This design comes from an exercise in tuning for small area and a short achievable clock period on the open sky130 flow, not from production work. Function was checked by simulation only, so behaviour that the tests miss may differ from the original.

### design.v
module fft(
	input wire			clk,
	input wire			rst_n,
	input wire[16:0]	data_i0_R,
	input wire[16:0]	data_i0_I,
	input wire[16:0]	data_i1_R,
	input wire[16:0]	data_i1_I,
	output reg[16:0]	data_o0_R,
	output reg[16:0]	data_o0_I,
	output reg[16:0]	data_o1_R,
	output reg[16:0]	data_o1_I
);
  reg [2:0] ph;
  reg [1:0] fd;
  wire [2:0] pn = ph + 3'd1;
  wire [1:0] fdn = (ph == 3'd7 && fd != 2'd3) ? fd + 2'd1 : fd;
  reg [3:0] oplus, ominus;
  wire vnext = (fdn == 2'd3) || (fdn == 2'd2 && pn[2]);
  always @(posedge clk or negedge rst_n)
    if (!rst_n) begin ph <= 3'd7; fd <= 2'd0; oplus <= 4'd0; ominus <= 4'd0; end
    else begin ph <= pn; fd <= fdn; oplus <= {4{vnext & pn[2]}}; ominus <= {4{vnext & ~pn[2]}}; end
  reg [16:0] XA0_0_R, XA0_0_I;
  reg [16:0] XA1_0_R, XA1_0_I;
  reg [16:0] XA2_0_R, XA2_0_I;
  reg [16:0] PU_0_R, PU_0_I;
  reg [16:0] PV_0_R, PV_0_I;
  reg [16:0] PP_0_R, PP_0_I;
  reg [16:0] R0_0_R, R0_0_I;
  reg [16:0] R1_0_R, R1_0_I;
  reg [16:0] QP_0_R, QP_0_I;
  reg [16:0] QU_0_R, QU_0_I;
  reg [16:0] M0_0_R, M0_0_I;
  reg [16:0] M1_0_R, M1_0_I;
  reg [16:0] M2_0_R, M2_0_I;
  reg [16:0] M3_0_R, M3_0_I;
  reg [16:0] QT_0_x0, QT_0_x1, QT_0_y0, QT_0_y1;
  reg [16:0] XA0_1_R, XA0_1_I;
  reg [16:0] XA1_1_R, XA1_1_I;
  reg [16:0] XA2_1_R, XA2_1_I;
  reg [16:0] PU_1_R, PU_1_I;
  reg [16:0] PV_1_R, PV_1_I;
  reg [16:0] R0_1_R, R0_1_I;
  reg [16:0] R1_1_R, R1_1_I;
  reg [16:0] QP_1_R, QP_1_I;
  reg [16:0] QU_1_R, QU_1_I;
  reg [16:0] HV_1_R, HV_1_I;
  reg [16:0] M0_1_R, M0_1_I;
  reg [16:0] M1_1_R, M1_1_I;
  reg [16:0] M2_1_R, M2_1_I;
  reg [16:0] M3_1_R, M3_1_I;
  reg [16:0] QT_1_x0, QT_1_x1, QT_1_y0, QT_1_y1;
  reg s_w3a;
  reg s_w3b;
  reg s_Ppin0;
  reg s_mP0;
  reg s_mQ0;
  reg s_Ppin1;
  reg s_mP1;
  reg s_mQ1;
  reg s_XA0_0_R_0;
  reg s_XA0_0_R_1;
  reg s_PU_0_R_0;
  reg s_PU_0_R_1;
  reg s_PU_0_R_2;
  reg s_PV_0_R_0;
  reg s_PV_0_R_1;
  reg s_PV_0_R_2;
  reg s_PP_0_R_0;
  reg s_PP_0_R_1;
  reg s_PP_0_R_2;
  reg s_QP_0_R_0;
  reg s_QP_0_R_1;
  reg s_QP_0_R_2;
  reg s_QU_0_R_0;
  reg s_QU_0_R_1;
  reg s_QU_0_R_2;
  reg s_QU_0_R_3;
  reg s_QU_0_R_4;
  reg s_XA0_0_I_0;
  reg s_XA0_0_I_1;
  reg s_PU_0_I_0;
  reg s_PU_0_I_1;
  reg s_PU_0_I_2;
  reg s_PV_0_I_0;
  reg s_PV_0_I_1;
  reg s_PV_0_I_2;
  reg s_PP_0_I_0;
  reg s_PP_0_I_1;
  reg s_PP_0_I_2;
  reg s_QP_0_I_0;
  reg s_QP_0_I_1;
  reg s_QP_0_I_2;
  reg s_QU_0_I_0;
  reg s_QU_0_I_1;
  reg s_QU_0_I_2;
  reg s_QU_0_I_3;
  reg s_QU_0_I_4;
  reg s_QT_0_x0_0;
  reg s_QT_0_x0_1;
  reg s_QT_0_x0_2;
  reg s_QT_0_x0_3;
  reg s_QT_0_x0_4;
  reg s_QT_0_x0_5;
  reg s_QT_0_x1_0;
  reg s_QT_0_x1_1;
  reg s_QT_0_x1_2;
  reg s_QT_0_x1_3;
  reg s_QT_0_x1_4;
  reg s_QT_0_x1_5;
  reg s_QT_0_y0_0;
  reg s_QT_0_y0_1;
  reg s_QT_0_y0_2;
  reg s_QT_0_y0_3;
  reg s_QT_0_y0_4;
  reg s_QT_0_y0_5;
  reg s_QT_0_y0_6;
  reg s_QT_0_y1_0;
  reg s_QT_0_y1_1;
  reg s_QT_0_y1_2;
  reg s_QT_0_y1_3;
  reg s_QT_0_y1_4;
  reg s_QT_0_y1_5;
  reg s_QT_0_y1_6;
  reg s_XA0_1_R_0;
  reg s_XA0_1_R_1;
  reg s_PU_1_R_0;
  reg s_PU_1_R_1;
  reg s_PU_1_R_2;
  reg s_PV_1_R_0;
  reg s_PV_1_R_1;
  reg s_PV_1_R_2;
  reg s_QP_1_R_0;
  reg s_QP_1_R_1;
  reg s_QP_1_R_2;
  reg s_QP_1_R_3;
  reg s_QP_1_R_4;
  reg s_QU_1_R_0;
  reg s_QU_1_R_1;
  reg s_QU_1_R_2;
  reg s_QU_1_R_3;
  reg s_QU_1_R_4;
  reg s_HV_1_R_0;
  reg s_HV_1_R_1;
  reg s_HV_1_R_2;
  reg s_HV_1_R_3;
  reg s_HV_1_R_4;
  reg s_XA0_1_I_0;
  reg s_XA0_1_I_1;
  reg s_PU_1_I_0;
  reg s_PU_1_I_1;
  reg s_PU_1_I_2;
  reg s_PV_1_I_0;
  reg s_PV_1_I_1;
  reg s_PV_1_I_2;
  reg s_QP_1_I_0;
  reg s_QP_1_I_1;
  reg s_QP_1_I_2;
  reg s_QP_1_I_3;
  reg s_QP_1_I_4;
  reg s_QU_1_I_0;
  reg s_QU_1_I_1;
  reg s_QU_1_I_2;
  reg s_QU_1_I_3;
  reg s_QU_1_I_4;
  reg s_HV_1_I_0;
  reg s_HV_1_I_1;
  reg s_HV_1_I_2;
  reg s_HV_1_I_3;
  reg s_HV_1_I_4;
  reg s_QT_1_x0_0;
  reg s_QT_1_x0_1;
  reg s_QT_1_x0_2;
  reg s_QT_1_x0_3;
  reg s_QT_1_x1_0;
  reg s_QT_1_x1_1;
  reg s_QT_1_x1_2;
  reg s_QT_1_x1_3;
  reg s_QT_1_x1_4;
  reg s_QT_1_x1_5;
  reg s_QT_1_y0_0;
  reg s_QT_1_y0_1;
  reg s_QT_1_y0_2;
  reg s_QT_1_y0_3;
  reg s_QT_1_y0_4;
  reg s_QT_1_y1_0;
  reg s_QT_1_y1_1;
  reg s_QT_1_y1_2;
  reg s_QT_1_y1_3;
  reg s_QT_1_y1_4;
  reg s_QT_1_y1_5;
  wire [16:0] h0rs1 = {{1{QP_0_R[16]}}, QP_0_R[16:1]} ^ {{3{QP_0_R[16]}}, QP_0_R[16:3]} ^ {{4{QP_0_R[16]}}, QP_0_R[16:4]};
  wire [16:0] h0rm2 = (({{1{QP_0_R[16]}}, QP_0_R[16:1]} & {{3{QP_0_R[16]}}, QP_0_R[16:3]}) | ({{1{QP_0_R[16]}}, QP_0_R[16:1]} & {{4{QP_0_R[16]}}, QP_0_R[16:4]}) | ({{3{QP_0_R[16]}}, QP_0_R[16:3]} & {{4{QP_0_R[16]}}, QP_0_R[16:4]}));
  wire [16:0] h0rs3 = h0rs1 ^ {h0rm2[15:0], 1'b0} ^ {{6{QP_0_R[16]}}, QP_0_R[16:6]};
  wire [16:0] h0rm4 = ((h0rs1 & {h0rm2[15:0], 1'b0}) | (h0rs1 & {{6{QP_0_R[16]}}, QP_0_R[16:6]}) | ({h0rm2[15:0], 1'b0} & {{6{QP_0_R[16]}}, QP_0_R[16:6]}));
  wire [16:0] h0rs5 = h0rs3 ^ {h0rm4[15:0], 1'b0} ^ {{8{QP_0_R[16]}}, QP_0_R[16:8]};
  wire [16:0] h0rm6 = ((h0rs3 & {h0rm4[15:0], 1'b0}) | (h0rs3 & {{8{QP_0_R[16]}}, QP_0_R[16:8]}) | ({h0rm4[15:0], 1'b0} & {{8{QP_0_R[16]}}, QP_0_R[16:8]}));
  wire [16:0] h0is7 = {{1{QP_0_I[16]}}, QP_0_I[16:1]} ^ {{3{QP_0_I[16]}}, QP_0_I[16:3]} ^ {{4{QP_0_I[16]}}, QP_0_I[16:4]};
  wire [16:0] h0im8 = (({{1{QP_0_I[16]}}, QP_0_I[16:1]} & {{3{QP_0_I[16]}}, QP_0_I[16:3]}) | ({{1{QP_0_I[16]}}, QP_0_I[16:1]} & {{4{QP_0_I[16]}}, QP_0_I[16:4]}) | ({{3{QP_0_I[16]}}, QP_0_I[16:3]} & {{4{QP_0_I[16]}}, QP_0_I[16:4]}));
  wire [16:0] h0is9 = h0is7 ^ {h0im8[15:0], 1'b0} ^ {{6{QP_0_I[16]}}, QP_0_I[16:6]};
  wire [16:0] h0im10 = ((h0is7 & {h0im8[15:0], 1'b0}) | (h0is7 & {{6{QP_0_I[16]}}, QP_0_I[16:6]}) | ({h0im8[15:0], 1'b0} & {{6{QP_0_I[16]}}, QP_0_I[16:6]}));
  wire [16:0] h0is11 = h0is9 ^ {h0im10[15:0], 1'b0} ^ {{8{QP_0_I[16]}}, QP_0_I[16:8]};
  wire [16:0] h0im12 = ((h0is9 & {h0im10[15:0], 1'b0}) | (h0is9 & {{8{QP_0_I[16]}}, QP_0_I[16:8]}) | ({h0im10[15:0], 1'b0} & {{8{QP_0_I[16]}}, QP_0_I[16:8]}));
  wire [16:0] h0na13 = ~h0rs5;
  wire [16:0] h0nb14 = ~{h0rm6[15:0], 1'b0};
  wire [16:0] h0tras15 = h0rs5 ^ {h0rm6[15:0], 1'b0} ^ h0is11;
  wire [16:0] h0tram16 = ((h0rs5 & {h0rm6[15:0], 1'b0}) | (h0rs5 & h0is11) | ({h0rm6[15:0], 1'b0} & h0is11));
  wire [16:0] h0trbs17 = h0tras15 ^ {h0tram16[15:0], 1'b0} ^ {h0im12[15:0], 1'b0};
  wire [16:0] h0trbm18 = ((h0tras15 & {h0tram16[15:0], 1'b0}) | (h0tras15 & {h0im12[15:0], 1'b0}) | ({h0tram16[15:0], 1'b0} & {h0im12[15:0], 1'b0}));
  wire [16:0] h0tias19 = h0is11 ^ h0na13 ^ h0nb14;
  wire [16:0] h0tiam20 = ((h0is11 & h0na13) | (h0is11 & h0nb14) | (h0na13 & h0nb14));
  wire [16:0] h0tibs21 = h0tias19 ^ {h0tiam20[15:0], 1'b1} ^ ({h0im12[15:0], 1'b0} | 17'd1);
  wire [16:0] h0tibm22 = ((h0tias19 & {h0tiam20[15:0], 1'b1}) | (h0tias19 & ({h0im12[15:0], 1'b0} | 17'd1)) | ({h0tiam20[15:0], 1'b1} & ({h0im12[15:0], 1'b0} | 17'd1)));
  wire [16:0] h1rs23 = {{1{HV_1_R[16]}}, HV_1_R[16:1]} ^ {{3{HV_1_R[16]}}, HV_1_R[16:3]} ^ {{4{HV_1_R[16]}}, HV_1_R[16:4]};
  wire [16:0] h1rm24 = (({{1{HV_1_R[16]}}, HV_1_R[16:1]} & {{3{HV_1_R[16]}}, HV_1_R[16:3]}) | ({{1{HV_1_R[16]}}, HV_1_R[16:1]} & {{4{HV_1_R[16]}}, HV_1_R[16:4]}) | ({{3{HV_1_R[16]}}, HV_1_R[16:3]} & {{4{HV_1_R[16]}}, HV_1_R[16:4]}));
  wire [16:0] h1rs25 = h1rs23 ^ {h1rm24[15:0], 1'b0} ^ {{6{HV_1_R[16]}}, HV_1_R[16:6]};
  wire [16:0] h1rm26 = ((h1rs23 & {h1rm24[15:0], 1'b0}) | (h1rs23 & {{6{HV_1_R[16]}}, HV_1_R[16:6]}) | ({h1rm24[15:0], 1'b0} & {{6{HV_1_R[16]}}, HV_1_R[16:6]}));
  wire [16:0] h1rs27 = h1rs25 ^ {h1rm26[15:0], 1'b0} ^ {{8{HV_1_R[16]}}, HV_1_R[16:8]};
  wire [16:0] h1rm28 = ((h1rs25 & {h1rm26[15:0], 1'b0}) | (h1rs25 & {{8{HV_1_R[16]}}, HV_1_R[16:8]}) | ({h1rm26[15:0], 1'b0} & {{8{HV_1_R[16]}}, HV_1_R[16:8]}));
  wire [16:0] h1is29 = {{1{HV_1_I[16]}}, HV_1_I[16:1]} ^ {{3{HV_1_I[16]}}, HV_1_I[16:3]} ^ {{4{HV_1_I[16]}}, HV_1_I[16:4]};
  wire [16:0] h1im30 = (({{1{HV_1_I[16]}}, HV_1_I[16:1]} & {{3{HV_1_I[16]}}, HV_1_I[16:3]}) | ({{1{HV_1_I[16]}}, HV_1_I[16:1]} & {{4{HV_1_I[16]}}, HV_1_I[16:4]}) | ({{3{HV_1_I[16]}}, HV_1_I[16:3]} & {{4{HV_1_I[16]}}, HV_1_I[16:4]}));
  wire [16:0] h1is31 = h1is29 ^ {h1im30[15:0], 1'b0} ^ {{6{HV_1_I[16]}}, HV_1_I[16:6]};
  wire [16:0] h1im32 = ((h1is29 & {h1im30[15:0], 1'b0}) | (h1is29 & {{6{HV_1_I[16]}}, HV_1_I[16:6]}) | ({h1im30[15:0], 1'b0} & {{6{HV_1_I[16]}}, HV_1_I[16:6]}));
  wire [16:0] h1is33 = h1is31 ^ {h1im32[15:0], 1'b0} ^ {{8{HV_1_I[16]}}, HV_1_I[16:8]};
  wire [16:0] h1im34 = ((h1is31 & {h1im32[15:0], 1'b0}) | (h1is31 & {{8{HV_1_I[16]}}, HV_1_I[16:8]}) | ({h1im32[15:0], 1'b0} & {{8{HV_1_I[16]}}, HV_1_I[16:8]}));
  wire [16:0] h1na35 = ~h1rs27;
  wire [16:0] h1nb36 = ~{h1rm28[15:0], 1'b0};
  wire [16:0] h1tras37 = h1rs27 ^ {h1rm28[15:0], 1'b0} ^ h1is33;
  wire [16:0] h1tram38 = ((h1rs27 & {h1rm28[15:0], 1'b0}) | (h1rs27 & h1is33) | ({h1rm28[15:0], 1'b0} & h1is33));
  wire [16:0] h1trbs39 = h1tras37 ^ {h1tram38[15:0], 1'b0} ^ {h1im34[15:0], 1'b0};
  wire [16:0] h1trbm40 = ((h1tras37 & {h1tram38[15:0], 1'b0}) | (h1tras37 & {h1im34[15:0], 1'b0}) | ({h1tram38[15:0], 1'b0} & {h1im34[15:0], 1'b0}));
  wire [16:0] h1tias41 = h1is33 ^ h1na35 ^ h1nb36;
  wire [16:0] h1tiam42 = ((h1is33 & h1na35) | (h1is33 & h1nb36) | (h1na35 & h1nb36));
  wire [16:0] h1tibs43 = h1tias41 ^ {h1tiam42[15:0], 1'b1} ^ ({h1im34[15:0], 1'b0} | 17'd1);
  wire [16:0] h1tibm44 = ((h1tias41 & {h1tiam42[15:0], 1'b1}) | (h1tias41 & ({h1im34[15:0], 1'b0} | 17'd1)) | ({h1tiam42[15:0], 1'b1} & ({h1im34[15:0], 1'b0} | 17'd1)));
  wire [16:0] cpR = QP_1_R;
  wire [16:0] spR = QP_1_I;
  wire [16:0] cpI = QP_1_I;
  wire [16:0] spI = QP_1_R;
  wire [16:0] ucrs45 = {{1{cpR[16]}}, cpR[16:1]} ^ {{2{cpR[16]}}, cpR[16:2]} ^ {{3{cpR[16]}}, cpR[16:3]};
  wire [16:0] ucrm46 = (({{1{cpR[16]}}, cpR[16:1]} & {{2{cpR[16]}}, cpR[16:2]}) | ({{1{cpR[16]}}, cpR[16:1]} & {{3{cpR[16]}}, cpR[16:3]}) | ({{2{cpR[16]}}, cpR[16:2]} & {{3{cpR[16]}}, cpR[16:3]}));
  wire [16:0] ucrs47 = ucrs45 ^ {ucrm46[15:0], 1'b0} ^ {{5{cpR[16]}}, cpR[16:5]};
  wire [16:0] ucrm48 = ((ucrs45 & {ucrm46[15:0], 1'b0}) | (ucrs45 & {{5{cpR[16]}}, cpR[16:5]}) | ({ucrm46[15:0], 1'b0} & {{5{cpR[16]}}, cpR[16:5]}));
  wire [16:0] ucrs49 = ucrs47 ^ {ucrm48[15:0], 1'b0} ^ {{6{cpR[16]}}, cpR[16:6]};
  wire [16:0] ucrm50 = ((ucrs47 & {ucrm48[15:0], 1'b0}) | (ucrs47 & {{6{cpR[16]}}, cpR[16:6]}) | ({ucrm48[15:0], 1'b0} & {{6{cpR[16]}}, cpR[16:6]}));
  wire [16:0] usrs51 = {{2{spR[16]}}, spR[16:2]} ^ {{3{spR[16]}}, spR[16:3]} ^ {{8{spR[16]}}, spR[16:8]};
  wire [16:0] usrm52 = (({{2{spR[16]}}, spR[16:2]} & {{3{spR[16]}}, spR[16:3]}) | ({{2{spR[16]}}, spR[16:2]} & {{8{spR[16]}}, spR[16:8]}) | ({{3{spR[16]}}, spR[16:3]} & {{8{spR[16]}}, spR[16:8]}));
  wire [16:0] utras53 = ucrs49 ^ {ucrm50[15:0], 1'b0} ^ usrs51;
  wire [16:0] utram54 = ((ucrs49 & {ucrm50[15:0], 1'b0}) | (ucrs49 & usrs51) | ({ucrm50[15:0], 1'b0} & usrs51));
  wire [16:0] utrbs55 = utras53 ^ {utram54[15:0], 1'b0} ^ {usrm52[15:0], 1'b0};
  wire [16:0] utrbm56 = ((utras53 & {utram54[15:0], 1'b0}) | (utras53 & {usrm52[15:0], 1'b0}) | ({utram54[15:0], 1'b0} & {usrm52[15:0], 1'b0}));
  wire [16:0] ucis57 = {{1{cpI[16]}}, cpI[16:1]} ^ {{2{cpI[16]}}, cpI[16:2]} ^ {{3{cpI[16]}}, cpI[16:3]};
  wire [16:0] ucim58 = (({{1{cpI[16]}}, cpI[16:1]} & {{2{cpI[16]}}, cpI[16:2]}) | ({{1{cpI[16]}}, cpI[16:1]} & {{3{cpI[16]}}, cpI[16:3]}) | ({{2{cpI[16]}}, cpI[16:2]} & {{3{cpI[16]}}, cpI[16:3]}));
  wire [16:0] ucis59 = ucis57 ^ {ucim58[15:0], 1'b0} ^ {{5{cpI[16]}}, cpI[16:5]};
  wire [16:0] ucim60 = ((ucis57 & {ucim58[15:0], 1'b0}) | (ucis57 & {{5{cpI[16]}}, cpI[16:5]}) | ({ucim58[15:0], 1'b0} & {{5{cpI[16]}}, cpI[16:5]}));
  wire [16:0] ucis61 = ucis59 ^ {ucim60[15:0], 1'b0} ^ {{6{cpI[16]}}, cpI[16:6]};
  wire [16:0] ucim62 = ((ucis59 & {ucim60[15:0], 1'b0}) | (ucis59 & {{6{cpI[16]}}, cpI[16:6]}) | ({ucim60[15:0], 1'b0} & {{6{cpI[16]}}, cpI[16:6]}));
  wire [16:0] usis63 = {{2{spI[16]}}, spI[16:2]} ^ {{3{spI[16]}}, spI[16:3]} ^ {{8{spI[16]}}, spI[16:8]};
  wire [16:0] usim64 = (({{2{spI[16]}}, spI[16:2]} & {{3{spI[16]}}, spI[16:3]}) | ({{2{spI[16]}}, spI[16:2]} & {{8{spI[16]}}, spI[16:8]}) | ({{3{spI[16]}}, spI[16:3]} & {{8{spI[16]}}, spI[16:8]}));
  wire [16:0] uA65 = ucis61 ^ {17{s_w3b}};
  wire [16:0] uB66 = ({ucim62[15:0], 1'b0} ^ {17{s_w3b}}) | 17'd1;
  wire [16:0] uC67 = usis63 ^ {17{~s_w3b}};
  wire [16:0] uD68 = ({usim64[15:0], 1'b0} ^ {17{~s_w3b}}) | 17'd1;
  wire [16:0] utias69 = uA65 ^ uB66 ^ uC67;
  wire [16:0] utiam70 = ((uA65 & uB66) | (uA65 & uC67) | (uB66 & uC67));
  wire [16:0] utibs71 = utias69 ^ {utiam70[15:0], 1'b1} ^ uD68;
  wire [16:0] utibm72 = ((utias69 & {utiam70[15:0], 1'b1}) | (utias69 & uD68) | ({utiam70[15:0], 1'b1} & uD68));
  wire [16:0] vP0_R = s_Ppin0 ? data_i0_R : PV_0_R;
  wire [16:0] vP0_I = s_Ppin0 ? data_i0_I : PV_0_I;
  wire [16:0] plusP0_R = PU_0_R + vP0_R;
  wire [16:0] minusP0_R = PU_0_R - vP0_R;
  wire [17:0] sumP0_I = {PU_0_I, 1'b1} + {vP0_I, s_mP0};
  wire [17:0] difP0_I = {PU_0_I, 1'b1} + {~vP0_I, ~s_mP0};
  wire [16:0] plusP0_I = sumP0_I[17:1];
  wire [16:0] minusP0_I = difP0_I[17:1];
  wire mQc0 = s_mQ0;
  wire [16:0] nQU_0_R = ~QU_0_R;
  wire [16:0] nQU_0_I = ~QU_0_I;
  wire [16:0] nQTx0_0 = ~QT_0_x0, nQTx1_0 = ~QT_0_x1, nQTy0_0 = ~QT_0_y0, nQTy1_0 = ~QT_0_y1;
  wire nmQc0 = ~mQc0;
  wire [16:0] q0prs73 = QU_0_R ^ QT_0_x0 ^ QT_0_x1;
  wire [16:0] q0prm74 = ((QU_0_R & QT_0_x0) | (QU_0_R & QT_0_x1) | (QT_0_x0 & QT_0_x1));
  wire [16:0] q0mrs75 = QU_0_R ^ nQTx0_0 ^ nQTx1_0;
  wire [16:0] q0mrm76 = ((QU_0_R & nQTx0_0) | (QU_0_R & nQTx1_0) | (nQTx0_0 & nQTx1_0));
  wire [16:0] q0pis77 = QU_0_I ^ QT_0_y0 ^ QT_0_y1;
  wire [16:0] q0pim78 = ((QU_0_I & QT_0_y0) | (QU_0_I & QT_0_y1) | (QT_0_y0 & QT_0_y1));
  wire [16:0] q0mis79 = QU_0_I ^ nQTy0_0 ^ nQTy1_0;
  wire [16:0] q0mim80 = ((QU_0_I & nQTy0_0) | (QU_0_I & nQTy1_0) | (nQTy0_0 & nQTy1_0));
  wire [16:0] plusQ0_R = q0prs73 + {q0prm74[15:0], 1'b0};
  wire [17:0] msumR0 = {q0mrs75, 1'b1} + {{q0mrm76[15:0], 1'b1}, 1'b1};
  wire [16:0] minusQ0_R = msumR0[17:1];
  wire [17:0] ysum0_p = {q0pis77, 1'b1} + {{q0pim78[15:0], mQc0}, mQc0};
  wire [17:0] ysum0_m = {q0mis79, 1'b1} + {{q0mim80[15:0], nmQc0}, nmQc0};
  wire [16:0] plusQ0_I = ysum0_p[17:1];
  wire [16:0] minusQ0_I = ysum0_m[17:1];
  wire [16:0] vP1_R = s_Ppin1 ? data_i1_R : PV_1_R;
  wire [16:0] vP1_I = s_Ppin1 ? data_i1_I : PV_1_I;
  wire [16:0] plusP1_R = PU_1_R + vP1_R;
  wire [16:0] minusP1_R = PU_1_R - vP1_R;
  wire [17:0] sumP1_I = {PU_1_I, 1'b1} + {vP1_I, s_mP1};
  wire [17:0] difP1_I = {PU_1_I, 1'b1} + {~vP1_I, ~s_mP1};
  wire [16:0] plusP1_I = sumP1_I[17:1];
  wire [16:0] minusP1_I = difP1_I[17:1];
  wire mQc1 = s_mQ1;
  wire [16:0] nQU_1_R = ~QU_1_R;
  wire [16:0] nQU_1_I = ~QU_1_I;
  wire [16:0] nQTx0_1 = ~QT_1_x0, nQTx1_1 = ~QT_1_x1, nQTy0_1 = ~QT_1_y0, nQTy1_1 = ~QT_1_y1;
  wire nmQc1 = ~mQc1;
  wire [16:0] q1prs81 = QU_1_R ^ QT_1_x0 ^ QT_1_x1;
  wire [16:0] q1prm82 = ((QU_1_R & QT_1_x0) | (QU_1_R & QT_1_x1) | (QT_1_x0 & QT_1_x1));
  wire [16:0] q1mrs83 = QU_1_R ^ nQTx0_1 ^ nQTx1_1;
  wire [16:0] q1mrm84 = ((QU_1_R & nQTx0_1) | (QU_1_R & nQTx1_1) | (nQTx0_1 & nQTx1_1));
  wire [16:0] q1pis85 = QU_1_I ^ QT_1_y0 ^ QT_1_y1;
  wire [16:0] q1pim86 = ((QU_1_I & QT_1_y0) | (QU_1_I & QT_1_y1) | (QT_1_y0 & QT_1_y1));
  wire [16:0] q1mis87 = QU_1_I ^ nQTy0_1 ^ nQTy1_1;
  wire [16:0] q1mim88 = ((QU_1_I & nQTy0_1) | (QU_1_I & nQTy1_1) | (nQTy0_1 & nQTy1_1));
  wire [16:0] plusQ1_R = q1prs81 + {q1prm82[15:0], 1'b0};
  wire [17:0] msumR1 = {q1mrs83, 1'b1} + {{q1mrm84[15:0], 1'b1}, 1'b1};
  wire [16:0] minusQ1_R = msumR1[17:1];
  wire [17:0] ysum1_p = {q1pis85, 1'b1} + {{q1pim86[15:0], mQc1}, mQc1};
  wire [17:0] ysum1_m = {q1mis87, 1'b1} + {{q1mim88[15:0], nmQc1}, nmQc1};
  wire [16:0] plusQ1_I = ysum1_p[17:1];
  wire [16:0] minusQ1_I = ysum1_m[17:1];
  always @(posedge clk) begin
    s_w3a <= (pn == 3'd4) | (pn == 3'd6);
    s_w3b <= (pn == 3'd4) | (pn == 3'd6);
    s_Ppin0 <= (pn == 3'd4) | (pn == 3'd5) | (pn == 3'd6) | (pn == 3'd7);
    s_mP0 <= (pn == 3'd3);
    s_mQ0 <= (pn == 3'd0) | (pn == 3'd1) | (pn == 3'd3) | (pn == 3'd6) | (pn == 3'd7);
    s_Ppin1 <= (pn == 3'd4) | (pn == 3'd5) | (pn == 3'd6) | (pn == 3'd7);
    s_mP1 <= (pn == 3'd3);
    s_mQ1 <= (pn == 3'd0) | (pn == 3'd1) | (pn == 3'd3) | (pn == 3'd6) | (pn == 3'd7);
    s_XA0_0_R_0 <= (pn == 3'd4) | (pn == 3'd5) | (pn == 3'd6) | (pn == 3'd7);
    s_XA0_0_R_1 <= (pn == 3'd0) | (pn == 3'd1) | (pn == 3'd2) | (pn == 3'd3);
    s_PU_0_R_0 <= (pn == 3'd0) | (pn == 3'd3) | (pn == 3'd4) | (pn == 3'd5) | (pn == 3'd6) | (pn == 3'd7);
    s_PU_0_R_1 <= (pn == 3'd1);
    s_PU_0_R_2 <= (pn == 3'd2);
    s_PV_0_R_0 <= (pn == 3'd0) | (pn == 3'd7);
    s_PV_0_R_1 <= (pn == 3'd1);
    s_PV_0_R_2 <= (pn == 3'd2);
    s_PP_0_R_0 <= (pn == 3'd0) | (pn == 3'd1) | (pn == 3'd2) | (pn == 3'd3);
    s_PP_0_R_1 <= (pn == 3'd4) | (pn == 3'd5) | (pn == 3'd6);
    s_PP_0_R_2 <= (pn == 3'd7);
    s_QP_0_R_0 <= (pn == 3'd0) | (pn == 3'd2) | (pn == 3'd3);
    s_QP_0_R_1 <= (pn == 3'd1);
    s_QP_0_R_2 <= (pn == 3'd4) | (pn == 3'd5) | (pn == 3'd6) | (pn == 3'd7);
    s_QU_0_R_0 <= (pn == 3'd7);
    s_QU_0_R_1 <= (pn == 3'd0);
    s_QU_0_R_2 <= (pn == 3'd1);
    s_QU_0_R_3 <= (pn == 3'd2);
    s_QU_0_R_4 <= (pn == 3'd3) | (pn == 3'd4) | (pn == 3'd5) | (pn == 3'd6);
    s_XA0_0_I_0 <= (pn == 3'd4) | (pn == 3'd5) | (pn == 3'd6) | (pn == 3'd7);
    s_XA0_0_I_1 <= (pn == 3'd0) | (pn == 3'd1) | (pn == 3'd2) | (pn == 3'd3);
    s_PU_0_I_0 <= (pn == 3'd0) | (pn == 3'd3) | (pn == 3'd4) | (pn == 3'd5) | (pn == 3'd6) | (pn == 3'd7);
    s_PU_0_I_1 <= (pn == 3'd1);
    s_PU_0_I_2 <= (pn == 3'd2);
    s_PV_0_I_0 <= (pn == 3'd0) | (pn == 3'd7);
    s_PV_0_I_1 <= (pn == 3'd1);
    s_PV_0_I_2 <= (pn == 3'd2);
    s_PP_0_I_0 <= (pn == 3'd0) | (pn == 3'd1) | (pn == 3'd2) | (pn == 3'd3);
    s_PP_0_I_1 <= (pn == 3'd4) | (pn == 3'd5) | (pn == 3'd6);
    s_PP_0_I_2 <= (pn == 3'd7);
    s_QP_0_I_0 <= (pn == 3'd0) | (pn == 3'd2) | (pn == 3'd3);
    s_QP_0_I_1 <= (pn == 3'd1);
    s_QP_0_I_2 <= (pn == 3'd4) | (pn == 3'd5) | (pn == 3'd6) | (pn == 3'd7);
    s_QU_0_I_0 <= (pn == 3'd7);
    s_QU_0_I_1 <= (pn == 3'd0);
    s_QU_0_I_2 <= (pn == 3'd1);
    s_QU_0_I_3 <= (pn == 3'd2);
    s_QU_0_I_4 <= (pn == 3'd3) | (pn == 3'd4) | (pn == 3'd5) | (pn == 3'd6);
    s_QT_0_x0_0 <= (pn == 3'd1);
    s_QT_0_x0_1 <= (pn == 3'd2);
    s_QT_0_x0_2 <= (pn == 3'd3);
    s_QT_0_x0_3 <= (pn == 3'd4);
    s_QT_0_x0_4 <= (pn == 3'd5);
    s_QT_0_x0_5 <= (pn == 3'd6);
    s_QT_0_x1_0 <= (pn == 3'd7);
    s_QT_0_x1_1 <= (pn == 3'd0);
    s_QT_0_x1_2 <= (pn == 3'd1);
    s_QT_0_x1_3 <= (pn == 3'd2);
    s_QT_0_x1_4 <= (pn == 3'd4);
    s_QT_0_x1_5 <= (pn == 3'd6);
    s_QT_0_y0_0 <= (pn == 3'd1);
    s_QT_0_y0_1 <= (pn == 3'd2);
    s_QT_0_y0_2 <= (pn == 3'd3);
    s_QT_0_y0_3 <= (pn == 3'd4);
    s_QT_0_y0_4 <= (pn == 3'd5);
    s_QT_0_y0_5 <= (pn == 3'd6);
    s_QT_0_y0_6 <= (pn == 3'd0) | (pn == 3'd7);
    s_QT_0_y1_0 <= (pn == 3'd7);
    s_QT_0_y1_1 <= (pn == 3'd0);
    s_QT_0_y1_2 <= (pn == 3'd1);
    s_QT_0_y1_3 <= (pn == 3'd2);
    s_QT_0_y1_4 <= (pn == 3'd4);
    s_QT_0_y1_5 <= (pn == 3'd6);
    s_QT_0_y1_6 <= (pn == 3'd5);
    s_XA0_1_R_0 <= (pn == 3'd4) | (pn == 3'd5) | (pn == 3'd6) | (pn == 3'd7);
    s_XA0_1_R_1 <= (pn == 3'd0) | (pn == 3'd1) | (pn == 3'd2) | (pn == 3'd3);
    s_PU_1_R_0 <= (pn == 3'd0) | (pn == 3'd3) | (pn == 3'd4) | (pn == 3'd5) | (pn == 3'd6) | (pn == 3'd7);
    s_PU_1_R_1 <= (pn == 3'd1);
    s_PU_1_R_2 <= (pn == 3'd2);
    s_PV_1_R_0 <= (pn == 3'd0) | (pn == 3'd7);
    s_PV_1_R_1 <= (pn == 3'd1);
    s_PV_1_R_2 <= (pn == 3'd2);
    s_QP_1_R_0 <= (pn == 3'd0);
    s_QP_1_R_1 <= (pn == 3'd2);
    s_QP_1_R_2 <= (pn == 3'd3);
    s_QP_1_R_3 <= (pn == 3'd4);
    s_QP_1_R_4 <= (pn == 3'd5);
    s_QU_1_R_0 <= (pn == 3'd7);
    s_QU_1_R_1 <= (pn == 3'd0);
    s_QU_1_R_2 <= (pn == 3'd1);
    s_QU_1_R_3 <= (pn == 3'd2);
    s_QU_1_R_4 <= (pn == 3'd3) | (pn == 3'd4) | (pn == 3'd5) | (pn == 3'd6);
    s_HV_1_R_0 <= (pn == 3'd0);
    s_HV_1_R_1 <= (pn == 3'd1);
    s_HV_1_R_2 <= (pn == 3'd2) | (pn == 3'd3);
    s_HV_1_R_3 <= (pn == 3'd4) | (pn == 3'd5) | (pn == 3'd6);
    s_HV_1_R_4 <= (pn == 3'd7);
    s_XA0_1_I_0 <= (pn == 3'd4) | (pn == 3'd5) | (pn == 3'd6) | (pn == 3'd7);
    s_XA0_1_I_1 <= (pn == 3'd0) | (pn == 3'd1) | (pn == 3'd2) | (pn == 3'd3);
    s_PU_1_I_0 <= (pn == 3'd0) | (pn == 3'd3) | (pn == 3'd4) | (pn == 3'd5) | (pn == 3'd6) | (pn == 3'd7);
    s_PU_1_I_1 <= (pn == 3'd1);
    s_PU_1_I_2 <= (pn == 3'd2);
    s_PV_1_I_0 <= (pn == 3'd0) | (pn == 3'd7);
    s_PV_1_I_1 <= (pn == 3'd1);
    s_PV_1_I_2 <= (pn == 3'd2);
    s_QP_1_I_0 <= (pn == 3'd0);
    s_QP_1_I_1 <= (pn == 3'd2);
    s_QP_1_I_2 <= (pn == 3'd3);
    s_QP_1_I_3 <= (pn == 3'd4);
    s_QP_1_I_4 <= (pn == 3'd5);
    s_QU_1_I_0 <= (pn == 3'd7);
    s_QU_1_I_1 <= (pn == 3'd0);
    s_QU_1_I_2 <= (pn == 3'd1);
    s_QU_1_I_3 <= (pn == 3'd2);
    s_QU_1_I_4 <= (pn == 3'd3) | (pn == 3'd4) | (pn == 3'd5) | (pn == 3'd6);
    s_HV_1_I_0 <= (pn == 3'd0);
    s_HV_1_I_1 <= (pn == 3'd1);
    s_HV_1_I_2 <= (pn == 3'd2) | (pn == 3'd3);
    s_HV_1_I_3 <= (pn == 3'd4) | (pn == 3'd5) | (pn == 3'd6);
    s_HV_1_I_4 <= (pn == 3'd7);
    s_QT_1_x0_0 <= (pn == 3'd1);
    s_QT_1_x0_1 <= (pn == 3'd2);
    s_QT_1_x0_2 <= (pn == 3'd3) | (pn == 3'd4);
    s_QT_1_x0_3 <= (pn == 3'd5) | (pn == 3'd6);
    s_QT_1_x1_0 <= (pn == 3'd7);
    s_QT_1_x1_1 <= (pn == 3'd0);
    s_QT_1_x1_2 <= (pn == 3'd1);
    s_QT_1_x1_3 <= (pn == 3'd2);
    s_QT_1_x1_4 <= (pn == 3'd3) | (pn == 3'd4);
    s_QT_1_x1_5 <= (pn == 3'd5) | (pn == 3'd6);
    s_QT_1_y0_0 <= (pn == 3'd1);
    s_QT_1_y0_1 <= (pn == 3'd2);
    s_QT_1_y0_2 <= (pn == 3'd3) | (pn == 3'd4);
    s_QT_1_y0_3 <= (pn == 3'd5) | (pn == 3'd6);
    s_QT_1_y0_4 <= (pn == 3'd0) | (pn == 3'd7);
    s_QT_1_y1_0 <= (pn == 3'd7);
    s_QT_1_y1_1 <= (pn == 3'd0);
    s_QT_1_y1_2 <= (pn == 3'd1);
    s_QT_1_y1_3 <= (pn == 3'd2);
    s_QT_1_y1_4 <= (pn == 3'd3) | (pn == 3'd4);
    s_QT_1_y1_5 <= (pn == 3'd5) | (pn == 3'd6);
    XA0_0_R <= ({17{s_XA0_0_R_0}} & plusP0_R) | ({17{s_XA0_0_R_1}} & data_i0_R);
    XA1_0_R <= XA0_0_R; XA2_0_R <= XA1_0_R;
    PU_0_R <= ({17{s_PU_0_R_0}} & XA2_0_R) | ({17{s_PU_0_R_1}} & PP_0_R) | ({17{s_PU_0_R_2}} & R1_0_R);
    PV_0_R <= ({17{s_PV_0_R_0}} & XA0_0_R) | ({17{s_PV_0_R_1}} & plusP0_R) | ({17{s_PV_0_R_2}} & R0_0_I);
    PP_0_R <= ({17{s_PP_0_R_0}} & plusP0_R) | ({17{s_PP_0_R_1}} & R1_0_R) | ({17{s_PP_0_R_2}} & PP_0_R);
    R0_0_R <= minusP0_R; R1_0_R <= R0_0_R;
    QP_0_R <= ({17{s_QP_0_R_0}} & plusQ0_R) | ({17{s_QP_0_R_1}} & M0_0_R) | ({17{s_QP_0_R_2}} & M1_0_R);
    QU_0_R <= ({17{s_QU_0_R_0}} & R1_0_R) | ({17{s_QU_0_R_1}} & PP_0_R) | ({17{s_QU_0_R_2}} & plusQ0_R) | ({17{s_QU_0_R_3}} & M0_0_R) | ({17{s_QU_0_R_4}} & PP_0_R);
    M0_0_R <= minusQ0_R; M1_0_R <= M0_0_R; M2_0_R <= M1_0_R; M3_0_R <= M2_0_R;
    XA0_0_I <= ({17{s_XA0_0_I_0}} & plusP0_I) | ({17{s_XA0_0_I_1}} & data_i0_I);
    XA1_0_I <= XA0_0_I; XA2_0_I <= XA1_0_I;
    PU_0_I <= ({17{s_PU_0_I_0}} & XA2_0_I) | ({17{s_PU_0_I_1}} & PP_0_I) | ({17{s_PU_0_I_2}} & R1_0_I);
    PV_0_I <= ({17{s_PV_0_I_0}} & XA0_0_I) | ({17{s_PV_0_I_1}} & plusP0_I) | ({17{s_PV_0_I_2}} & (~R0_0_R));
    PP_0_I <= ({17{s_PP_0_I_0}} & plusP0_I) | ({17{s_PP_0_I_1}} & R1_0_I) | ({17{s_PP_0_I_2}} & PP_0_I);
    R0_0_I <= minusP0_I; R1_0_I <= R0_0_I;
    QP_0_I <= ({17{s_QP_0_I_0}} & plusQ0_I) | ({17{s_QP_0_I_1}} & M0_0_I) | ({17{s_QP_0_I_2}} & M1_0_I);
    QU_0_I <= ({17{s_QU_0_I_0}} & R1_0_I) | ({17{s_QU_0_I_1}} & PP_0_I) | ({17{s_QU_0_I_2}} & plusQ0_I) | ({17{s_QU_0_I_3}} & M0_0_I) | ({17{s_QU_0_I_4}} & PP_0_I);
    M0_0_I <= minusQ0_I; M1_0_I <= M0_0_I; M2_0_I <= M1_0_I; M3_0_I <= M2_0_I;
    QT_0_x0 <= ({17{s_QT_0_x0_0}} & h0trbs17) | ({17{s_QT_0_x0_1}} & h0tibs21) | ({17{s_QT_0_x0_2}} & HV_1_R) | ({17{s_QT_0_x0_3}} & h1trbs39) | ({17{s_QT_0_x0_4}} & HV_1_I) | ({17{s_QT_0_x0_5}} & h1tibs43);
    QT_0_x1 <= ({17{s_QT_0_x1_0}} & minusP0_I) | ({17{s_QT_0_x1_1}} & R1_0_I) | ({17{s_QT_0_x1_2}} & {h0trbm18[15:0], 1'b0}) | ({17{s_QT_0_x1_3}} & {h0tibm22[15:0], 1'b0}) | ({17{s_QT_0_x1_4}} & {h1trbm40[15:0], 1'b0}) | ({17{s_QT_0_x1_5}} & {h1tibm44[15:0], 1'b0});
    QT_0_y0 <= ({17{s_QT_0_y0_0}} & h0tibs21) | ({17{s_QT_0_y0_1}} & (~h0trbs17)) | ({17{s_QT_0_y0_2}} & HV_1_I) | ({17{s_QT_0_y0_3}} & h1tibs43) | ({17{s_QT_0_y0_4}} & (~HV_1_R)) | ({17{s_QT_0_y0_5}} & (~h1trbs39)) | ({17{s_QT_0_y0_6}} & 17'h1ffff);
    QT_0_y1 <= ({17{s_QT_0_y1_0}} & (~minusP0_R)) | ({17{s_QT_0_y1_1}} & (~R1_0_R)) | ({17{s_QT_0_y1_2}} & {h0tibm22[15:0], 1'b0}) | ({17{s_QT_0_y1_3}} & (~{h0trbm18[15:0], 1'b0})) | ({17{s_QT_0_y1_4}} & {h1tibm44[15:0], 1'b0}) | ({17{s_QT_0_y1_5}} & (~{h1trbm40[15:0], 1'b0})) | ({17{s_QT_0_y1_6}} & 17'h1ffff);
    XA0_1_R <= ({17{s_XA0_1_R_0}} & plusP1_R) | ({17{s_XA0_1_R_1}} & data_i1_R);
    XA1_1_R <= XA0_1_R; XA2_1_R <= XA1_1_R;
    PU_1_R <= ({17{s_PU_1_R_0}} & XA2_1_R) | ({17{s_PU_1_R_1}} & QP_1_R) | ({17{s_PU_1_R_2}} & R1_1_R);
    PV_1_R <= ({17{s_PV_1_R_0}} & XA0_1_R) | ({17{s_PV_1_R_1}} & plusP1_R) | ({17{s_PV_1_R_2}} & R0_1_I);
    R0_1_R <= minusP1_R; R1_1_R <= R0_1_R;
    QP_1_R <= ({17{s_QP_1_R_0}} & plusP1_R) | ({17{s_QP_1_R_1}} & plusQ1_R) | ({17{s_QP_1_R_2}} & plusQ1_I) | ({17{s_QP_1_R_3}} & M1_1_R) | ({17{s_QP_1_R_4}} & M1_1_I);
    QU_1_R <= ({17{s_QU_1_R_0}} & R1_1_R) | ({17{s_QU_1_R_1}} & HV_1_R) | ({17{s_QU_1_R_2}} & plusQ1_R) | ({17{s_QU_1_R_3}} & M0_1_R) | ({17{s_QU_1_R_4}} & QP_0_R);
    HV_1_R <= ({17{s_HV_1_R_0}} & plusQ1_R) | ({17{s_HV_1_R_1}} & M0_1_R) | ({17{s_HV_1_R_2}} & plusP1_R) | ({17{s_HV_1_R_3}} & R1_1_R) | ({17{s_HV_1_R_4}} & HV_1_R);
    M0_1_R <= minusQ1_R; M1_1_R <= M0_1_R; M2_1_R <= M1_1_R; M3_1_R <= M2_1_R;
    XA0_1_I <= ({17{s_XA0_1_I_0}} & plusP1_I) | ({17{s_XA0_1_I_1}} & data_i1_I);
    XA1_1_I <= XA0_1_I; XA2_1_I <= XA1_1_I;
    PU_1_I <= ({17{s_PU_1_I_0}} & XA2_1_I) | ({17{s_PU_1_I_1}} & QP_1_I) | ({17{s_PU_1_I_2}} & R1_1_I);
    PV_1_I <= ({17{s_PV_1_I_0}} & XA0_1_I) | ({17{s_PV_1_I_1}} & plusP1_I) | ({17{s_PV_1_I_2}} & (~R0_1_R));
    R0_1_I <= minusP1_I; R1_1_I <= R0_1_I;
    QP_1_I <= ({17{s_QP_1_I_0}} & plusP1_I) | ({17{s_QP_1_I_1}} & plusQ1_I) | ({17{s_QP_1_I_2}} & plusQ1_R) | ({17{s_QP_1_I_3}} & M1_1_I) | ({17{s_QP_1_I_4}} & M1_1_R);
    QU_1_I <= ({17{s_QU_1_I_0}} & R1_1_I) | ({17{s_QU_1_I_1}} & HV_1_I) | ({17{s_QU_1_I_2}} & plusQ1_I) | ({17{s_QU_1_I_3}} & M0_1_I) | ({17{s_QU_1_I_4}} & QP_0_I);
    HV_1_I <= ({17{s_HV_1_I_0}} & plusQ1_I) | ({17{s_HV_1_I_1}} & M0_1_I) | ({17{s_HV_1_I_2}} & plusP1_I) | ({17{s_HV_1_I_3}} & R1_1_I) | ({17{s_HV_1_I_4}} & HV_1_I);
    M0_1_I <= minusQ1_I; M1_1_I <= M0_1_I; M2_1_I <= M1_1_I; M3_1_I <= M2_1_I;
    QT_1_x0 <= ({17{s_QT_1_x0_0}} & h1trbs39) | ({17{s_QT_1_x0_1}} & h1tibs43) | ({17{s_QT_1_x0_2}} & utrbs55) | ({17{s_QT_1_x0_3}} & utibs71);
    QT_1_x1 <= ({17{s_QT_1_x1_0}} & minusP1_I) | ({17{s_QT_1_x1_1}} & R1_1_I) | ({17{s_QT_1_x1_2}} & {h1trbm40[15:0], 1'b0}) | ({17{s_QT_1_x1_3}} & {h1tibm44[15:0], 1'b0}) | ({17{s_QT_1_x1_4}} & {utrbm56[15:0], 1'b0}) | ({17{s_QT_1_x1_5}} & {utibm72[15:0], 1'b0});
    QT_1_y0 <= ({17{s_QT_1_y0_0}} & h1tibs43) | ({17{s_QT_1_y0_1}} & (~h1trbs39)) | ({17{s_QT_1_y0_2}} & utibs71) | ({17{s_QT_1_y0_3}} & (~utrbs55)) | ({17{s_QT_1_y0_4}} & 17'h1ffff);
    QT_1_y1 <= ({17{s_QT_1_y1_0}} & (~minusP1_R)) | ({17{s_QT_1_y1_1}} & (~R1_1_R)) | ({17{s_QT_1_y1_2}} & {h1tibm44[15:0], 1'b0}) | ({17{s_QT_1_y1_3}} & (~{h1trbm40[15:0], 1'b0})) | ({17{s_QT_1_y1_4}} & {utibm72[15:0], 1'b0}) | ({17{s_QT_1_y1_5}} & (~{utrbm56[15:0], 1'b0}));
  end
  always @(posedge clk) begin
    data_o0_R <= ({17{oplus[0]}} & plusQ0_R) | ({17{ominus[0]}} & M3_0_R);
    data_o0_I <= ({17{oplus[1]}} & plusQ0_I) | ({17{ominus[1]}} & M3_0_I);
    data_o1_R <= ({17{oplus[2]}} & plusQ1_R) | ({17{ominus[2]}} & M3_1_R);
    data_o1_I <= ({17{oplus[3]}} & plusQ1_I) | ({17{ominus[3]}} & M3_1_I);
  end
endmodule
### run.sh
#!/bin/bash
# synth_recipe.tcl (not shown) runs the flow's synth.tcl, then flattens the netlist and writes it again
# the make line also repeats each setting of config.mk as NAME=value (left out here)
make -C /OpenROAD-flow-scripts/flow DESIGN_CONFIG=/design/flow/config.mk WORK_HOME=/design/flow/orfs CLKGATE_MAP_FILE= SYNTH_SCRIPT=/design/flow/synth_recipe.tcl finish
### constraint.sdc
create_clock -name core_clock -period 7.5 [get_ports {clk}]
set_input_delay 1.5000 -clock core_clock [delete_from_list [all_inputs] [get_ports {clk}]]
set_output_delay 1.5000 -clock core_clock [all_outputs]
set_load 0.01 [all_outputs]
### config.mk
export PLATFORM = sky130hd
export DESIGN_NAME = fft
export DESIGN_NICKNAME = fft
export VERILOG_FILES = /design/flow/design.v
export SDC_FILE = /design/flow/constraint.sdc
export NUM_CORES = 8
export LEC_CHECK = 0
export CAP_MARGIN = 20
export CORE_MARGIN = 2
export CORE_UTILIZATION = 50
export CTS_CLUSTER_DIAMETER = 100
export CTS_CLUSTER_SIZE = 20
export SETUP_SLACK_MARGIN = 3.5
export SLEW_MARGIN = 20
export TNS_END_PERCENT = 50
==> impl_metrics.tcl, run 1 <==
set metrics [dict create \
    post-route-util 0.5542 \
    viasPerCell 6.288 \
    cts_tree "yes" \
    routabilityCongestion 1.019 \
    die_area_um2 131500 \
    synth_edf_count 0 \
    rows 131 \
    die_h_um 362.6 \
    grt_pass1_wl_um 347300 \
    max_freq_ghz 0.2401 \
    worstHoldStart "M2_0_R[7]" \
    rsz0062_at_grt "true" \
    worst_slew_pin_slew_ns 1.176 \
    r2r_slack_ns 3.33 \
    regArea_um2 23960 \
    first_global_vias 48173 \
    final-hold-violation-count 0 \
    coreArea_um2 127500 \
    path_class "register to register" \
    endpoint_kind "register" \
    ys.flop_type "dfxtp_1" \
    cp_data_required_time_ns 8.04 \
    finalNonFillerCells 8129 \
    path_clk_slew_ns 0.09 \
    r2r_cells 9 \
    layout.cells.most_common "dfxtp_1" \
    holdPathEnd "M3_0_R[7]" \
    wl_um 246600 \
    min_path_cells 0 \
    ys_async_sr_fraction 0.005917 \
    grt_antenna_before_repair 22 \
    die_x_um 362.6 \
    r2r-start "QU_1_I[1]" \
    skew_ns 0.03286 \
    grt_max_degree 79 \
    clockBufferDepth 3 \
    cap_violations 0 \
    outcome "no timing/DRC/antenna violations" \
    overflow 0 \
    ys_warn_count 1 \
    cp_max_fo 6 \
    grt_usage 0.3687 \
    layout_common_cells "1085 x dfxtp_1, 826 x inv_1, 500 x fa_1, 419 x nand2_1, 315 x ha_1" \
    cts_num_sinks 1183 \
    drcViolationCount 0 \
    worstReg2RegEnd "data_o1_I[15]" \
    setup_viol 0 \
    finalSetupTns_ns 0 \
    area_delta_synth_final_pct 9.926 \
    synthDistinctLibCells 93 \
    fillerInstances 11348 \
    htreeDepth 3 \
    port-buffer-count 137 \
    cp.arrival_ns 4.71 \
    syn_inst 6408 \
    syn_area_um2 64290 \
    avgSynthCellArea_um2 10.03 \
    hold_buffers 0 \
    ios 138 \
    start_util 0.5042 \
    first_pass_iters 12 \
    hold_class "register to register" \
    numCtsBuffers 71 \
    drt-initial-drc-count 7497 \
    setup_ws_ns 3.335 \
    fin_nets 7359 \
    drive_gt1_frac 0.08033 \
    wl_per_cell_um 30.33 \
    hpwl_um 185300 \
    multiInputGateArea_um2 36750 \
    ys_ff_latch 1183 \
    start_kind "register" \
    relSlewSlack 0.2134 \
    clockRootBuffer "clkbuf_16" \
    ys_seq_area_frac 0.3690 \
    worstSkewPairLatency_ns 0.71 \
    report.final.slew_viol_count 0 \
    layout_min_cycle_time_ns 4.165 \
    place_ws_ns 2.551 \
    dp_cells 7956 \
    drtAntennaViolNets 0 \
    startpoint "QU_1_I[1]" \
    syn_nets 7321 \
    dr_total_vias 51113 \
    period_share 0.5554 \
]
## repair_timing
item / 4_1_cts / 5_1_grt
endpoints found under the setup margin: 176 / 174
buffers inserted: 28 / 50
cloned: 1 / 0
gates resized for setup: 127 / 123
pin swaps: 15 / 39
## synthesized netlist by cell type (20+ instances only)
cell	instances	area, µm²
a22o_1	123	1077
xor2_1	135	1182
clkbuf_1	272	1021
nor2_1	243	912.1
buf_1	46	172.7
a21o_1	53	397.9
o21ai_1	20	100.1
inv_1	842	3161
o211ai_1	60	450.4
dfxtp_1	1176	23540
fa_1	522	10450
nand2_1	420	1577
mux2i_1	81	810.8
a221o_1	53	530.5
nor3_1	83	415.4
o21bai_1	39	292.8
nor2b_1	48	300.3
a221oi_1	32	280.3
or2_2	25	156.4
o21ai_0	182	910.9
o31ai_1	24	180.2
xnor2_1	257	2251
and3_1	24	150.1
o21a_1	45	337.8
o22ai_1	84	525.5
or3_1	46	287.8
a211oi_1	40	300.3
a31oi_1	22	137.6
nand2b_1	42	262.8
nand3_1	132	660.6
a222oi_1	255	2552
ha_1	321	4016
a21oi_1	203	1016
a22oi_1	164	1231
o221ai_1	32	280.3
## how the worst max path moves through the flow
stage,end,slack (ns),cells past startpoint
final,data_o1_I[15],3.33,9
after global routing,QT_0_x1[3],3.35,12
after CTS,QT_1_y0[11],3.41,9
after detailed placement,PV_1_R[16],2.55,12
after global placement,QT_1_y1[4],2.40,9
after floorplan,PV_1_R[16],3.51,11
## routing by layer
metal | global-route usage | vias to the layer above | routed length [µm]
met2 | 0.5110 | 2953 | 99140
met3 | 0.1130 | 464 | 32130
li1 | - | 22296 | -
met1 | 0.5258 | 25392 | 103000
met4 | 0.1616 | 8 | 12120
met5 | 0 | - | 186
## critical path, cell delays in order (launching register included)
cell	delay, ns
dfxtp_1	0.36
fa_1	0.53
ha_1	0.38
a211oi_1	0.58
o21ai_1	0.22
a22oi_1	0.50
a31oi_1	0.32
nor4_1	0.26
a311o_1	0.39
a22o_1	0.46
## cells by family (layout without fill, tap and decap cells)
kind of cell	after synthesis	in the layout	synth area share
AO/OA/AOI/OAI	1583	1583	0.1878
flip-flops	1183	1183	0.3690
buffers and inverters	1175	1228	0.06886
AND/OR/NAND/NOR	1147	1147	0.08262
adder cells (fa/ha/maj)	843	843	0.2250
XOR/XNOR	392	392	0.05340
multiplexers	85	85	0.01331
other	0	6	0
## cell type report
cell class | instances | area share
multi-input combinational | 4050 | 0.5200
antenna | 6 | 0.0002125
inverter | 846 | 0.04515
sequential | 1183 | 0.3391
clock inverter | 7 | 0.001363
tap | 1662 | 0.02943
clock buffer | 81 | 0.02702
timing repair buffer | 294 | 0.03775
## metrics by stage
step,instance area [µm²],hold WS [ns]
3_5_place_dp,67150,0.3121
3_3_place_gp,67150,0.3095
2_1_floorplan,64300,0.3096
4_1_cts,69780,0.3232
6_report,70670,0.3197
5_1_grt,70660,0.3251
==> run 2, diff against run 1 <==
--- a/config.mk
+++ b/config.mk
@@ -10,6 +10,5 @@
 export CORE_UTILIZATION = 50
 export CTS_CLUSTER_DIAMETER = 100
 export CTS_CLUSTER_SIZE = 20
-export SETUP_SLACK_MARGIN = 3.5
+export SETUP_SLACK_MARGIN = 3.65
 export SLEW_MARGIN = 20
-export TNS_END_PERCENT = 50
==> impl_metrics.tcl, run 2 <==
set metrics [dict create \
    outcome "no timing/DRC/antenna violations" \
    grt_usage 0.3639 \
    skew_ns 0.03615 \
    cp_max_fo 6 \
    first_pass_iters 7 \
    synth_edf_count 0 \
    finalSetupTns_ns 0 \
    ys_warn_count 1 \
    viasPerCell 6.272 \
    drive_gt1_frac 0.1131 \
    worstSkewPairLatency_ns 0.74 \
    dp_cells 7948 \
    layout_min_cycle_time_ns 3.980 \
    post-route-util 0.5653 \
    avgSynthCellArea_um2 10.03 \
    rsz0062_at_grt "true" \
    r2r_cells 9 \
    drcViolationCount 0 \
    layout_common_cells "1073 x dfxtp_1, 797 x inv_1, 483 x fa_1, 417 x nand2_1, 304 x ha_1" \
    syn_nets 7321 \
    die_h_um 362.6 \
    crit_cells 9 \
    fin_nets 7438 \
    relSlewSlack 0.2000 \
    critical_path.top_delay_family "adder cells" \
    worst-path-buf-inv 2 \
    wl_per_cell_um 29.61 \
    hold_class "register to register" \
    synthDistinctLibCells 93 \
    final-hold-violation-count 0 \
    hold_buffers 0 \
    report.final.slew_viol_count 0 \
    htreeDepth 3 \
    wl_um 243300 \
    start_util 0.5042 \
    critical-path-max-stage-delay_ns 0.58 \
    grt_max_degree 159 \
    die_area_um2 131500 \
    r2r_slack_ns 3.52 \
    worst_slew_pin_slew_ns 1.196 \
    synth_area_leaders "dfxtp_1 37%, fa_1 16%, ha_1 6.2%" \
    ios 138 \
    drtAntennaViolNets 0 \
    setup_viol 0 \
    grt_pass1_wl_um 344400 \
    fillerInstances 11248 \
    yosys-top-cells-count "1176 x dfxtp_1, 842 x inv_1, 522 x fa_1" \
    place_ws_ns 2.624 \
    overflow 0 \
    hpwl_um 182300 \
    first_global_vias 48755 \
    routabilityCongestion 1.000 \
    period_share 0.5307 \
    max_freq_ghz 0.2512 \
    coreArea_um2 127500 \
    cts_num_sinks 1183 \
    area_delta_synth_final_pct 12.13 \
    clockRootBuffer "clkbuf_16" \
    crit_end "QT_0_y0[9]" \
    path_cells "fa_1, fa_1, fa_2, inv_2, fa_1, inv_2, fa_2, a222oi_1, or4b_4" \
    path_class "register to register" \
    r2r-start "HV_1_R[10]" \
    layout.cells.most_common "dfxtp_1" \
    synth_top_cell_by_area "dfxtp_1" \
    dr_total_vias 51535 \
    port-buffer-count 137 \
    start_kind "register" \
    yosys.cell_count.top_type "dfxtp_1" \
    finalNonFillerCells 8217 \
    endpoint_kind "register" \
    crit_path_frequent_cell "fa_1" \
    ys_seq_area_frac 0.3690 \
    syn_inst 6408 \
    drt-initial-drc-count 7861 \
    numCtsBuffers 71 \
    grt_antenna_before_repair 26 \
    cts_tree "yes" \
    setup_ws_ns 3.520 \
    worstReg2RegEnd "QT_0_y0[9]" \
    ys_async_sr_fraction 0.005917 \
    cp.arrival_ns 4.58 \
    startpoint "HV_1_R[10]" \
    path_clk_slew_ns 0.09 \
    synth_top_area_frac 0.3662 \
    cpMaxStageDelayCell "fa_1" \
    clockBufferDepth 3 \
    ys.flop_type "dfxtp_1" \
    syn_area_um2 64290 \
    ys_ff_latch 1183 \
    cap_violations 0 \
    cp_data_required_time_ns 8.10 \
    die_x_um 362.6 \
    rows 131 \
]
## run 2: repair_timing
action	CTS	global route
endpoints found under the hold margin	0	0
setup endpoints to repair	198	200
pin swaps	54	113
resized for setup	229	220
setup buffers	79	87
## run 2: worst min path at each step
stage               slack (ns)        start  depth (start not counted)           to
floorplan                 0.31    M2_0_I[0]                          0    M3_0_I[0]
global placement          0.31  XA1_0_R[13]                          0  XA2_0_R[13]
detailed placement        0.31    M2_0_I[9]                          0    M3_0_I[9]
CTS                       0.33  XA1_1_I[15]                          0  XA2_1_I[15]
global route              0.34  XA1_0_I[15]                          0  XA2_0_I[15]
finish                    0.32  XA1_0_I[11]                          0  XA2_0_I[11]
## run 2: cell type report
cell class,count,area (µm²),area share
Inverter,846,3204,0.04445
Antenna cell,12,30.03,0.0004166
Clock buffer,80,1832,0.02541
Sequential cell,1183,24040,0.3334
Tap cell,1662,2079,0.02885
Timing Repair Buffer,373,3348,0.04645
Clock inverter,11,151.4,0.002100
Multi-Input combinational cell,4050,37400,0.5189
## run 2: worst register-to-register path, stage by stage, from the launching register on
cell      delay [ns]
dfxtp_4         0.41
fa_1            0.59
fa_1            0.45
fa_2            0.58
inv_2           0.05
fa_1            0.49
inv_2           0.05
fa_2            0.44
a222oi_1        0.29
or4b_4          0.51
## run 2: kinds of logic (layout without fill, tap and decap cells)
kind of cell               after synthesis  in the layout  synth area share
AOI/OAI and AO/OA                     1583           1583            0.1878
DFF                                   1183           1183            0.3690
buffers and inverters                 1175           1310           0.06886
and+or+nand+nor                       1147           1147           0.08262
adders and majority gates              843            843            0.2250
xor gates and xnor gates               392            392           0.05340
muxes                                   85             85           0.01331
other                                    0             12                 0
## run 2: per-layer routing
layer	global-route usage	part of all wire	wire, µm	vias up
li1	-	-	-	22426
met4	0.1652	0.054	13160	8
met5	0	0.00025	61	-
met3	0.1248	0.13	31840	469
met1	0.5072	0.41	99860	25673
met2	0.5055	0.40	98420	2959
## run 2: metrics by stage
step / cell area [µm²] / hold WS (ns)
floorplan: 64330 / 0.3096
global placement: 67150 / 0.3098
detailed placement: 67150 / 0.3121
CTS: 70450 / 0.3255
global route: 72060 / 0.3365
finish: 72090 / 0.3238
==> run 3, diff against run 2 <==
--- a/config.mk
+++ b/config.mk
@@ -10,5 +10,5 @@
 export CORE_UTILIZATION = 50
 export CTS_CLUSTER_DIAMETER = 100
 export CTS_CLUSTER_SIZE = 20
-export SETUP_SLACK_MARGIN = 3.65
+export SETUP_SLACK_MARGIN = 3.9
 export SLEW_MARGIN = 20
==> impl_metrics.tcl, run 3 <==
set metrics [dict create \
    outcome "no timing/DRC/antenna violations" \
    numCtsBuffers 73 \
    rows 131 \
    drtAntennaViolNets 0 \
    ys_warn_count 1 \
    drcViolationCount 0 \
    avgSynthCellArea_um2 10.03 \
    grt_max_degree 135 \
    path_clk_slew_ns 0.09 \
    critical-path-max-stage-delay_ns 0.54 \
    ios 138 \
    path_class "register to register" \
    cp_data_required_time_ns 8.10 \
    relSlewSlack 0.1587 \
    hpwl_um 184000 \
    clockRootBuffer "clkbuf_16" \
    whs_ns 0.3144 \
    finalNonFillerCells 8335 \
    first_pass_iters 10 \
    start_kind "register" \
    rsz0062_at_grt "true" \
    synth_top_area_frac 0.3662 \
    die_x_um 362.6 \
    worstSkewPairLatency_ns 0.73 \
    clockBufferDepth 3 \
    synth_area_leaders "dfxtp_1 37%, fa_1 16%, ha_1 6.2%" \
    hold_buffers 0 \
    port-buffer-count 137 \
    ys_ff_latch 1183 \
    cp_max_fo 4 \
    layout_common_cells "1068 x dfxtp_1, 781 x inv_1, 462 x fa_1, 415 x nand2_1, 300 x buf_4" \
    worstHoldStart "XA1_0_R[13]" \
    r2r-start "HV_1_I[13]" \
    report.final.slew_viol_count 0 \
    startpoint "HV_1_I[13]" \
    grt_usage 0.3740 \
    dr_total_vias 52461 \
    endpoint_kind "register" \
    cp.arrival_ns 4.61 \
    syn_inst 6408 \
    crit_path_frequent_cell "fa_1" \
    first_global_vias 49812 \
    skew_ns 0.02990 \
    grt_pass1_wl_um 353000 \
    worst_slew_pin_slew_ns 1.253 \
    setup_viol 0 \
    worstReg2RegEnd "QT_0_y0[9]" \
    yosys-top-cells-count "1176 x dfxtp_1, 842 x inv_1, 522 x fa_1" \
    synth_edf_count 0 \
    cts_tree "yes" \
    path_cells "fa_1, inv_1, fa_1, fa_1, inv_2, fa_1, inv_2, fa_2, a222oi_1, or4b_4" \
    coreArea_um2 127500 \
    r2r_slack_ns 3.50 \
    layout_min_cycle_time_ns 4.005 \
    layout.cells.most_common "dfxtp_1" \
    yosys.cell_count.top_type "dfxtp_1" \
    area_delta_synth_final_pct 16.40 \
    die_h_um 362.6 \
    wl_um 250400 \
    ys.flop_type "dfxtp_1" \
    viasPerCell 6.294 \
    start_util 0.5042 \
    fin_nets 7555 \
    synthDistinctLibCells 93 \
    htreeDepth 3 \
    r2r_cells 10 \
    overflow 0 \
    max_freq_ghz 0.2497 \
    cap_violations 0 \
    finalSetupTns_ns 0 \
    wl_per_cell_um 30.04 \
    syn_area_um2 64290 \
    grt_antenna_before_repair 30 \
    fillerInstances 11021 \
    dp_cells 7944 \
    drive_gt1_frac 0.1639 \
    crit_end "QT_0_y0[9]" \
    routabilityCongestion 1.012 \
    final-hold-violation-count 0 \
    hold_class "register to register" \
    ys_seq_area_frac 0.3690 \
    syn_nets 7321 \
    ys_async_sr_fraction 0.005917 \
    synth_top_cell_by_area "dfxtp_1" \
    cts_num_sinks 1183 \
    cpMaxStageDelayCell "fa_1" \
    drt-initial-drc-count 7742 \
    die_area_um2 131500 \
    period_share 0.5340 \
]
==> run 3: cell counts after synthesis <==
No cell type changed its count.
==> run 3: timing repair <==
item,in CTS,in global routing
setup endpoints to repair,288,259
pin swaps,168,197
gates resized for setup,467,326
cloned,0,1
buffers inserted,195,89
==> run 3: cell families (layout without fill, tap and decap cells) <==
logic type,count (synthesis),after routing,synth area share
AOI/OAI and AO/OA,1583,1583,0.1878
DFF,1183,1183,0.3690
buffers and inverters,1175,1429,0.06886
and+or+nand+nor,1147,1147,0.08262
adders and majority gates,843,843,0.2250
xor gates and xnor gates,392,392,0.05340
muxes,85,85,0.01331
other,0,11,0
==> run 3: area by class of cell <==
type	count	area [µm²]	share of cell area
clock buffer	84	1952	0.02608
multi-input combinational	4050	38960	0.5206
inverter	846	3249	0.04342
timing repair buffer	488	4348	0.05810
tap	1662	2079	0.02779
clock inverter	11	143.9	0.001923
antenna	11	27.53	0.0003678
sequential	1183	24070	0.3217
==> run 3: how the worst min path moves through the flow <==
stage             endpoint  slack, ns  cells past startpoint
2_1_floorplan    M3_0_I[0]       0.31                      0
3_3_place_gp     M3_0_R[3]       0.31                      0
3_5_place_dp    M3_0_R[11]       0.31                      0
4_1_cts        XA2_0_R[13]       0.32                      0
5_1_grt         M3_0_R[11]       0.33                      0
6_report       XA2_0_R[13]       0.31                      0
==> run 3: worst max-delay path, delay by kind of cell (launching register included) <==
family | cells | cell delay, ns
fa+ha+maj | 5 | 2.51
buf+inv | 3 | 0.17
flops | 1 | 0.41
compound gates | 1 | 0.29
simple gates | 1 | 0.52
==> run 3: through the flow <==
stage / utilization / cell area (µm²) / setup WS (ns)
2_1_floorplan: - / 64580 / 3.666
4_1_cts: 0.5695 / 72620 / 3.555
5_1_grt: 0.5866 / 74810 / 3.442
3_3_place_gp: 0.5280 / 67320 / 2.681
6_report: 0.5869 / 74840 / 3.495
3_5_place_dp: 0.5280 / 67330 / 2.598
==> run 3: layer usage <==
| metal | global-route usage | share of wire | vias up |
|---|---|---|---|
| met5 | 0 | 0.00048 | - |
| met2 | 0.5344 | 0.42 | 2971 |
| met3 | 0.1169 | 0.13 | 527 |
| met4 | 0.1669 | 0.050 | 18 |
| li1 | - | - | 22696 |
| met1 | 0.5173 | 0.40 | 26249 |

[separate check: timing with driven ports]
The flow's constraints put no driver on any port. The routed layouts listed below were extracted and timed again, unchanged, in two steps.
Step 1 assumes that a clkbuf_16 drives the clock port and a buf_2 every other input.
Step 2, shift: input delay + t, output delay - t, t = (earliest + latest rising clock arrival at the registers) / 2. This alone moves slack from input paths to output paths.
Three values: ideal, step 1, step 2; two values: the first two.
| run | t, ns | setup slack, ns | worst slew at a driven data input, ns |
|---|---|---|---|
| run 1 | 0.790 | 3.335 / 3.335 / 2.774 | 0.08 |
| run 2 | 0.801 | 3.520 / 3.520 / 2.903 | 0.05 |
| run 3 | 0.798 | 3.495 / 3.495 / 3.089 | 0.05 |
After both steps setup and hold are still met in every run listed. The setup slack of run 2, which loses most, moves by 0.000 ns with the drivers and by -0.617 ns with both steps.
